From an optimization exercise on the open Yosys and OpenROAD flow, aimed at small area, a short achievable clock period and few clock cycles; shortcuts taken in it are not production practice. At most, simulation tests tie the RTL to the original design; equivalence was not proved.

pepper:
==> flow/design.v (excerpt) <==
module CVAE_top #(
    parameter ADDR_WIDTH = 16,
    parameter DATA_WIDTH = 32
)(
    input wire clk,
    input wire rst_n,
    input wire start,
    output reg finish,
    input wire [DATA_WIDTH-1:0] init_data,
    output reg sram_state_wea,
    output reg [ADDR_WIDTH-1:0] sram_state_addr,
    output wire [DATA_WIDTH-1:0] sram_state_wdata,
    output reg [ADDR_WIDTH-1:0] sram_weight_addr,
    input wire [DATA_WIDTH-1:0] sram_weight_rdata,
    output reg [ADDR_WIDTH-1:0] sram_bias_addr,
    input wire [DATA_WIDTH-1:0] sram_bias_rdata,
    output reg [5:0] seq_lens
);
    localparam PH_IDLE = 3'd0, PH_LOAD = 3'd1, PH_L2H = 3'd2, PH_NEUR = 3'd3,
               PH_TAIL = 3'd4, PH_CONF = 3'd5, PH_STATE = 3'd6, PH_DONE = 3'd7;
    localparam MS_HOLD = 3'd0, MS_X = 3'd1, MS_HA = 3'd2, MS_HB = 3'd3,
               MS_COR = 3'd5, MS_H = 3'd6;
    localparam BS_MEM = 2'd0, BS_A = 2'd1, BS_G = 2'd2;
    localparam TG_A = 2'd0, TG_B = 2'd1, TG_H = 2'd2, TG_R = 2'd3;
    reg rst_q;
    always @(posedge clk) rst_q <= rst_n;
    wire rst = !rst_q;
    reg [2:0] phase;
    reg [8:0] cnt;
    reg [4:0] j;
    reg [9:0] jx19;
    reg       cur;           
    reg [4:0] hidx;          
    reg [4:0] xidx;          
  ...
Size: ~11000 cells after synthesis, ~3400 flip-flops, about 190 I/O pins, ~120000 µm² of cells after synthesis.
Settings: LEC_CHECK=0, ABC_AREA=1, CAP_MARGIN=20, CORE_MARGIN=2, CORE_UTILIZATION=40, CTS_CLUSTER_DIAMETER=60, CTS_CLUSTER_SIZE=24, SLEW_MARGIN=20; clock period 13.0 ns.
standard.sh (not shown) runs the stock make flow with config.mk's settings and CLKGATE_MAP_FILE= SYNTH_SCRIPT=/design/flow/synth_recipe.tcl, a recipe that flattens the netlist after the stock synthesis.
==> flow/flow/run.sh <==
#!/bin/bash
# Standard layout (the standard.sh, all steps unchanged) with a larger
# setup-slack target for the resizer's repair_timing passes, so that it
# works on paths well inside the clock period. The SDC is not touched.
set -euo pipefail
bash standard.sh SETUP_SLACK_MARGIN=8.9 finish > standard_make.log 2>&1
Testbench counts of pepper, summed over its fixed seeds: cycles 9,131,180.
Changes in delta relative to pepper:
diff --git a/flow/config.mk b/flow/config.mk
--- a/flow/config.mk
+++ b/flow/config.mk
@@ -10,3 +10,3 @@
 export CORE_MARGIN = 2
-export CORE_UTILIZATION = 40
+export CORE_UTILIZATION = 30
 export CTS_CLUSTER_DIAMETER = 60
--- outcome ---
- | area added between synthesis and finish | delta vs pepper | 1.1 points higher |
- The higher depth of the most critical reg-to-reg path of delta and pepper is in delta.
- Summary — hold slack, delta relative to pepper: lower, by 22 ps.
- [compare] base=pepper new=delta: total routed wire length on the met1 layer now smaller.
- Final standard cell area without fillers delta (delta − pepper): unfavourable
- Looking only at count of vias placed by the detailed router, and setting everything else aside, the lower value of delta and pepper goes to delta.
- From pepper to delta the numbers moved as follows: final wirelength dropped 28 mm; placed instance count climbed about 9%.
diff inputs: delta => amber
diff --git a/flow/config.mk b/flow/config.mk
--- a/flow/config.mk
+++ b/flow/config.mk
@@ -8,7 +8,7 @@
 export ABC_AREA = 1
-export CAP_MARGIN = 20
+export CAP_MARGIN = 5
 export CORE_MARGIN = 2
-export CORE_UTILIZATION = 30
+export CORE_UTILIZATION = 40
 export CTS_CLUSTER_DIAMETER = 60
 export CTS_CLUSTER_SIZE = 24
-export SLEW_MARGIN = 20
+export SLEW_MARGIN = 5
==> comparison <==
On detailed-routing wirelength on met1, the lower figure sits with delta, not amber. In the tables for amber and delta, via count of the first global-routing pass reads lower with delta. Comparing amber and delta, the lower final worst setup slack is on delta. Compared with delta, amber degrades detailed-placement wirelength estimate. amber: via total after detailed routing is 1040 higher than what delta reported.
Setup changes, amber to willow
==> flow/flow/run.sh <==
#!/bin/bash
# Standard layout (the standard.sh, all steps unchanged) with a larger
# setup-slack target for the resizer's repair_timing passes, so that it
# works on paths well inside the clock period, and a clock tree built
# without dummy balancing loads. The SDC is not touched.
set -euo pipefail
bash standard.sh SETUP_SLACK_MARGIN=8.9 \
  "CTS_ARGS=-sink_clustering_enable -repair_clock_nets -sink_clustering_size 24 -sink_clustering_max_diameter 60 -dont_use_dummy_load" \
  finish > standard_make.log 2>&1
diff --git a/flow/config.mk b/flow/config.mk
--- a/flow/config.mk
+++ b/flow/config.mk
@@ -8,3 +8,3 @@
 export ABC_AREA = 1
-export CAP_MARGIN = 5
+export CAP_MARGIN = 20
 export CORE_MARGIN = 2
@@ -13,2 +13,2 @@
 export CTS_CLUSTER_SIZE = 24
-export SLEW_MARGIN = 5
+export SLEW_MARGIN = 20
willow: flow completed, timing, DRC and antenna clean. willow and amber ended up with roughly the same routed length on met1. willow ended up with reg2reg as its category of the most critical setup path; amber ended up with reg2out. Cmp willow and amber / clock skew / lower: amber. The source-to-sink clock delay at the later pin of the worst-skew pair of amber and that of willow are within noise of each other. From amber to willow the numbers moved as follows: clock buffer instance count of the final layout lost 5.1%; share of layout cells above drive strength 1 lost 1.0 points; final net count neither gained nor lost much. Of willow and amber, the run reporting the lower final period demand of the worst path was amber.

Setup of run 1:
CVAE_top, a different RTL version from the one above (not shown whole).
Size: about 10000 cells after synthesis, ~3300 flip-flops, about 190 I/O pins, roughly 120000 sq um of cells after synthesis.
export LEC_CHECK = 0
export CAP_MARGIN = 20
export CORE_MARGIN = 2
export CORE_UTILIZATION = 40
export CTS_CLUSTER_DIAMETER = 60
export CTS_CLUSTER_SIZE = 24
export SLEW_MARGIN = 20
export TNS_END_PERCENT = 10
create_clock -name core_clock -period 13.0 [get_ports {clk}]
==> flow/flow/run.sh <==
#!/bin/bash
# Standard layout (the standard.sh, all steps unchanged) with a larger
# setup-slack target for the resizer's repair_timing passes, so that it
# works on paths well inside the clock period. The SDC is not touched.
set -euo pipefail
bash standard.sh SETUP_SLACK_MARGIN=9.0 finish > standard_make.log 2>&1
Every stage of the flow completed for run 1, and the final layout passed the timing, design-rule and antenna checks.
Setup changes, run 1 to run 2
Settings: TNS_END_PERCENT no longer set, was 10; ABC_AREA now 1, previously not set.
--- a/flow/flow/run.sh
+++ b/flow/flow/run.sh
@@ -5,2 +5,2 @@
 set -euo pipefail
-bash standard.sh SETUP_SLACK_MARGIN=9.0 finish > standard_make.log 2>&1
+bash standard.sh SETUP_SLACK_MARGIN=8.6 finish > standard_make.log 2>&1
==> comparison <==
For run 2 and run 1, there was not a single run that failed to finish clean.
Run 2 against run 1: final cycle utilization of the critical path down 0.65 points; overall routed net length up 8.6%; count of distinct cell types in the synthesized netlist down 21.
Fmax: run 2 above run 1
Changes in run 3 relative to run 2:
Settings: ABC_AREA no longer set, was 1.
--- a/flow/flow/run.sh
+++ b/flow/flow/run.sh
@@ -5,2 +5,2 @@
 set -euo pipefail
-bash standard.sh SETUP_SLACK_MARGIN=8.6 finish > standard_make.log 2>&1
+bash standard.sh SETUP_SLACK_MARGIN=8.8 finish > standard_make.log 2>&1
==> run summary <==
Run 2 -> run 3: number of I/O pins delta 0, exact match. Run 3 reports a lower sequential share of layout area than run 2 does. The higher utilization came out of run 3. Taking run 2 as the reference, in run 3 count of sequential standard cells about even; pin count of the biggest net entering global routing moved up; number of cells in the finished layout apart from fillers down 7.4%. On clock-buffer cell count: between run 3 and run 2, it ends up lower for run 2. Run 3 vs run 2: synthesized area down slightly. Run 2 → run 3: proportion of cell area occupied by multi-input gates has increased; count of cell types in the netlist has increased; met2 layer usage reported by global route has decreased.
No functional check of the RTL was part of any run of this note.

build 84:
CVAE_top, a different RTL version from the one above (not shown whole).
For scale: about 9,800 cells after synthesis, roughly 3,300 flip-flops, roughly 190 I/O pins, ~120,000 um^2 of cells after synthesis.
Settings: LEC_CHECK=0, CAP_MARGIN=20, CORE_MARGIN=2, CORE_UTILIZATION=55, CTS_CLUSTER_DIAMETER=60, CTS_CLUSTER_SIZE=24, PLACE_DENSITY=0.75, SLEW_MARGIN=20; clock period 13.0 ns.
==> flow/flow/run.sh <==
#!/bin/bash
# Standard layout (the standard.sh, all steps unchanged) with a larger
# setup-slack target for the resizer's repair_timing passes, so that it
# works on paths well inside the clock period. The SDC is not touched.
set -euo pipefail
bash standard.sh SETUP_SLACK_MARGIN=8.6 finish > standard_make.log 2>&1
Testbench counts of build 84, summed over its fixed seeds: cycles 9,131,180.
What build 23 does differently from build 84 at the input level:
- CORE_UTILIZATION: 55 -> 40
- PLACE_DENSITY: 0.75 -> unset
Notes after the runs:
- Per the comparison of build 23 with build 84, cell count higher; number of inserted diodes lower; largest fanout of any net on the critical path lower; core utilization lower.

CVAE_top, a different RTL version from the one above (not shown whole).
Size in the first run: about 10000 cells after synthesis, roughly 3400 flip-flops, ~190 I/O pins, about 0.12 mm^2 of cells after synthesis.
export LEC_CHECK = 0
export CAP_MARGIN = 20
export CORE_MARGIN = 2
export CORE_UTILIZATION = 40
export CTS_CLUSTER_DIAMETER = 60
export CTS_CLUSTER_SIZE = 24
export SLEW_MARGIN = 20
create_clock -name core_clock -period 13.0 [get_ports {clk}]
==> flow/flow/run.sh <==
#!/bin/bash
# Standard layout (the standard.sh, all steps unchanged) with a larger
# setup-slack target for the resizer's repair_timing passes, so that it
# works on paths well inside the clock period. The SDC is not touched.
set -euo pipefail
bash standard.sh SETUP_SLACK_MARGIN=8.8 finish > standard_make.log 2>&1
The first run went through all stages and came out clean.
Edit:
--- a/flow/flow/run.sh
+++ b/flow/flow/run.sh
@@ -4,3 +4,3 @@
 # works on paths well inside the clock period. The SDC is not touched.
 set -euo pipefail
-bash standard.sh SETUP_SLACK_MARGIN=8.8 finish > standard_make.log 2>&1
+bash standard.sh SETUP_SLACK_MARGIN=9.0 finish > standard_make.log 2>&1
After rerunning: Register-to-register slack gets better by 0.09 ns. Final area is about the same. Global-route usage stays flat. Cell count barely changes. Core utilization came out higher by 0.14 points. Non-clock buffer count rises by 71. Worst hold slack got worse by 0.0040 ns. Flip-flop and latch count is unchanged. Fmax rises by 2.2%.
Function was not checked in any run of this note: the RTL went through the layout flow alone.

Another version of the RTL of CVAE_top (not shown whole).
Size: ~9900 cells after synthesis, roughly 3300 flip-flops, about 120000 um2 of cells after synthesis.
==> flow/config.mk <==
export PLATFORM = sky130hd
export DESIGN_NAME = CVAE_top
export DESIGN_NICKNAME = CVAE_top
export VERILOG_FILES = /design/flow/design.v
export SDC_FILE = /design/flow/constraint.sdc
export NUM_CORES = 8
export LEC_CHECK = 0
export CAP_MARGIN = 20
export CORE_MARGIN = 2
export CORE_UTILIZATION = 40
export SLEW_MARGIN = 20
==> flow/constraint.sdc <==
create_clock -name core_clock -period 13.0 [get_ports {clk}]
set_input_delay 2.6000 -clock core_clock [delete_from_list [all_inputs] [get_ports {clk}]]
set_output_delay 2.6000 -clock core_clock [all_outputs]
set_load 0.01 [all_outputs]
==> flow/flow/run.sh <==
#!/bin/bash
# Standard layout (the standard.sh, all steps unchanged) with a larger
# setup-slack target for the resizer's repair_timing passes, so that it
# works on paths well inside the clock period. The SDC is not touched.
set -euo pipefail
bash standard.sh SETUP_SLACK_MARGIN=9 finish > standard_make.log 2>&1
Change:
==> flow/run.sh (new file) <==
#!/bin/bash
# synth_recipe.tcl (not shown) runs the flow's synth.tcl, then flattens the netlist and writes it again
# the make line also repeats each setting of config.mk as NAME=value (left out here)
make -C /OpenROAD-flow-scripts/flow DESIGN_CONFIG=/design/flow/config.mk WORK_HOME=/design/flow/orfs CLKGATE_MAP_FILE= SYNTH_SCRIPT=/design/flow/synth_recipe.tcl finish
CAP_MARGIN = 70   (was 20)
SETUP_SLACK_MARGIN = 5   (was default)
SLEW_MARGIN = 70   (was 20)
removed: flow/flow/run.sh
removed: flow/standard.sh
- register-to-register slack gets worse by 0.90 ns
- sequential share of layout area increases by 1.4 points
- critical path depth does not change
- cell count decreases by 2.0%
No run of this note included a check of the RTL's function; only the layout flow was run.

Another version of the RTL of CVAE_top (not shown whole).
Size in the first run: about 9800 cells after synthesis, roughly 3300 flip-flops, roughly 190 I/O pins.
clock: 13.0 ns
lec_check: 0
cap_margin: 20
core_margin: 2
core_utilization: 40
cts_cluster_diameter: 60
cts_cluster_size: 24
slew_margin: 20
==> flow/flow/run.sh <==
#!/bin/bash
# Standard layout (the standard.sh, all steps unchanged) with a larger
# setup-slack target for the resizer's repair_timing passes, so that it
# works on paths well inside the clock period. The SDC is not touched.
set -euo pipefail
bash standard.sh SETUP_SLACK_MARGIN=8.4 finish > standard_make.log 2>&1
The baseline went through all stages and came out clean.
Then changed:
--- a/flow/flow/run.sh
+++ b/flow/flow/run.sh
@@ -5,2 +5,2 @@
 set -euo pipefail
-bash standard.sh SETUP_SLACK_MARGIN=8.4 finish > standard_make.log 2>&1
+bash standard.sh SETUP_SLACK_MARGIN=8.6 finish > standard_make.log 2>&1
Worst hold slack is worse by 0.011 ns.
Global-route usage goes up by 0.17 points.
Utilization is higher by 0.32 points.
Non-clock buffer count climbs by 51.
Worst setup slack gets better by 0.14 ns.
Synthesized area does not change.
Routed wire length rose slightly.
First-iteration DRC count is higher slightly.
Synthesized cell count stays the same.
Function was not checked in any run of this note: the RTL went through the layout flow alone.

CVAE_top with an RTL version that a note above also has.
Size: about 11000 cells after synthesis, about 190 I/O pins, about 120000 sq um of cells after synthesis.
Settings: LEC_CHECK=0, ABC_AREA=1, CAP_MARGIN=20, CORE_MARGIN=2, CORE_UTILIZATION=40, CTS_CLUSTER_DIAMETER=60, CTS_CLUSTER_SIZE=24, PLACE_DENSITY=0.5, SLEW_MARGIN=20; clock period 13.0 ns.
==> flow/flow/run.sh <==
#!/bin/bash
# Standard layout (the standard.sh, all steps unchanged) with a larger
# setup-slack target for the resizer's repair_timing passes, so that it
# works on paths well inside the clock period. The SDC is not touched.
set -euo pipefail
bash standard.sh SETUP_SLACK_MARGIN=8.9 finish > standard_make.log 2>&1
Testbench counts at the start, summed over its fixed seeds: cycles 9,131,180.
Rerun with:
--- a/flow/flow/run.sh
+++ b/flow/flow/run.sh
@@ -4,3 +4,3 @@
 # works on paths well inside the clock period. The SDC is not touched.
 set -euo pipefail
-bash standard.sh SETUP_SLACK_MARGIN=8.9 finish > standard_make.log 2>&1
+bash standard.sh SETUP_SLACK_MARGIN=9.1 finish > standard_make.log 2>&1
PLACE_DENSITY = default   (was 0.5)
The changed run finished with timing, DRC and antenna clean. Design area rose by 0.70%. Via count barely changes. Core utilization rose by 0.32 points. Clock-buffer cell count fell by 12. Fmax fell by 0.75%. Worst setup slack gets worse by 0.031 ns. Critical path depth fell by 23. Wire length fell by 2.9%. Sequential share of layout area fell by 0.32 points. Synthesized cell count does not change.

build 1:
CVAE_top, a different RTL version from the one above (not shown whole).
Size: roughly 9800 cells after synthesis.
==> flow/config.mk <==
export PLATFORM = sky130hd
export DESIGN_NAME = CVAE_top
export DESIGN_NICKNAME = CVAE_top
export VERILOG_FILES = /design/flow/design.v
export SDC_FILE = /design/flow/constraint.sdc
export NUM_CORES = 8
export LEC_CHECK = 0
export CAP_MARGIN = 20
export CORE_MARGIN = 2
export CORE_UTILIZATION = 40
export CTS_CLUSTER_DIAMETER = 60
export CTS_CLUSTER_SIZE = 24
export SLEW_MARGIN = 20
==> flow/constraint.sdc <==
create_clock -name core_clock -period 13.0 [get_ports {clk}]
set_input_delay 2.6000 -clock core_clock [delete_from_list [all_inputs] [get_ports {clk}]]
set_output_delay 2.6000 -clock core_clock [all_outputs]
set_load 0.01 [all_outputs]
==> flow/flow/run.sh <==
#!/bin/bash
# Standard layout (the standard.sh, all steps unchanged) with a larger
# setup-slack target for the resizer's repair_timing passes, so that it
# works on paths well inside the clock period. The SDC is not touched.
set -euo pipefail
bash standard.sh SETUP_SLACK_MARGIN=8.6 finish > standard_make.log 2>&1
Testbench counts of build 1, summed over its fixed seeds: cycles 9,161,276.
#### Input delta (build 44 over build 1)
- CTS_CLUSTER_DIAMETER: 60 -> unset
- CTS_CLUSTER_SIZE: 24 -> unset
--- a/flow/flow/run.sh
+++ b/flow/flow/run.sh
@@ -4,3 +4,3 @@
 # works on paths well inside the clock period. The SDC is not touched.
 set -euo pipefail
-bash standard.sh SETUP_SLACK_MARGIN=8.6 finish > standard_make.log 2>&1
+bash standard.sh SETUP_SLACK_MARGIN=9 finish > standard_make.log 2>&1
- Taking build 1 as the reference point, the clock skew of build 44 falls by 0.089 ns.
- Diff build 1 -> build 44: non-clock buffer contribution to total cell area rose 2.9 points, length of the first detailed-routing pass in iterations increased by 2 relative to the old numbers, final critical delay including setup and external delays grew by 0.097 ns.
- Build 44 ended up with a higher global-route wire length before repair than build 1 did.
- Accumulated negative setup slack: build 44 vs build 1 identical
- Build 44 has non-clock buffer count above what build 1 had.
> inputs changed (build 44 -> build 59)
- an added CTS_CLUSTER_DIAMETER of 80
- an added CTS_CLUSTER_SIZE of 30
--- outcome ---
Build 59 — register fraction of the total cell area 1.9 points higher, build 44 as reference
Per the comparison of build 59 with build 44, cell area fell 3.9%.

[what the ideal ports hide]
Ports are ideal in the flow. The routed layouts listed here were re-timed in OpenROAD.
Step 1 sets driving cells, clkbuf_16 on the clock port and buf_2 on the other inputs (assumed; they add their load-dependent delay and slew).
Step 2 times the ports against the registers' clock, not the clock port: input delays grow and output delays shrink by t, the midpoint of the rising clock arrivals with the driver on.
Slacks: ideal / step 1 / step 2; pairs: ideal / step 1.
| run | shift t [ns] | slack for setup (ns) | worst setup path after step 2 | slew at the worst register clock pin (ns) |
|---|---|---|---|---|
| pepper | 0.994 | 8.883 / 8.784 / 8.284 | input to register | 0.09 / 0.09 |
| delta | 0.999 | 8.792 / 8.714 / 8.248 | input to register | 0.10 / 0.10 |
| amber | 1.002 | 8.862 / 8.756 / 8.273 | input to register | 0.09 / 0.09 |
| willow | 0.965 | 8.841 / 8.813 / 8.276 | input to register | 0.09 / 0.09 |
| run 1 | 1.000 | 8.565 / 8.565 / 8.385 | input to register | 0.10 / 0.10 |
| run 2 | 0.985 | 8.650 / 8.626 / 8.374 | input to register | 0.10 / 0.10 |
| run 3 | 1.000 | 8.420 / 8.420 / 8.384 | input to register | 0.10 / 0.10 |
| build 84 | 0.964 | 8.519 / 8.519 / 8.404 | input to register | 0.10 / 0.10 |
| build 23 | 0.976 | 8.584 / 8.584 / 8.583 | input to register | 0.10 / 0.10 |
| the first run of note 4 | 1.004 | 8.630 / 8.630 / 8.520 | input to register | 0.10 / 0.10 |
| the second run of note 4 | 1.010 | 8.722 / 8.722 / 8.585 | input to register | 0.10 / 0.10 |
| the first run of note 5 | 0.989 | 8.107 / 8.107 / 8.107 | register to register | 0.07 / 0.07 |
| the second run of note 5 | 0.984 | 7.208 / 7.208 / 7.208 | register to register | 0.07 / 0.07 |
| the first run of note 6 | 0.998 | 8.424 / 8.375 / 8.401 | input to register | 0.10 / 0.10 |
| the second run of note 6 | 0.989 | 8.560 / 8.560 / 8.418 | input to register | 0.09 / 0.09 |
| the first run of note 7 | 1.002 | 8.887 / 8.785 / 8.300 | input to register | 0.09 / 0.09 |
| the second run of note 7 | 0.968 | 8.856 / 8.758 / 8.454 | input to register | 0.09 / 0.09 |
| build 1 | 0.988 | 8.638 / 8.596 / 8.190 | input to register | 0.09 / 0.09 |
| build 44 | 0.996 | 8.540 / 8.540 / 8.165 | input to register | 0.07 / 0.07 |
| build 59 | 0.962 | 8.622 / 8.622 / 8.153 | input to register | 0.12 / 0.12 |
After both steps setup and hold are still met in every run listed. For pepper, which loses most, drivers alone change the setup slack by -0.099 ns; drivers and shift together by -0.599 ns.
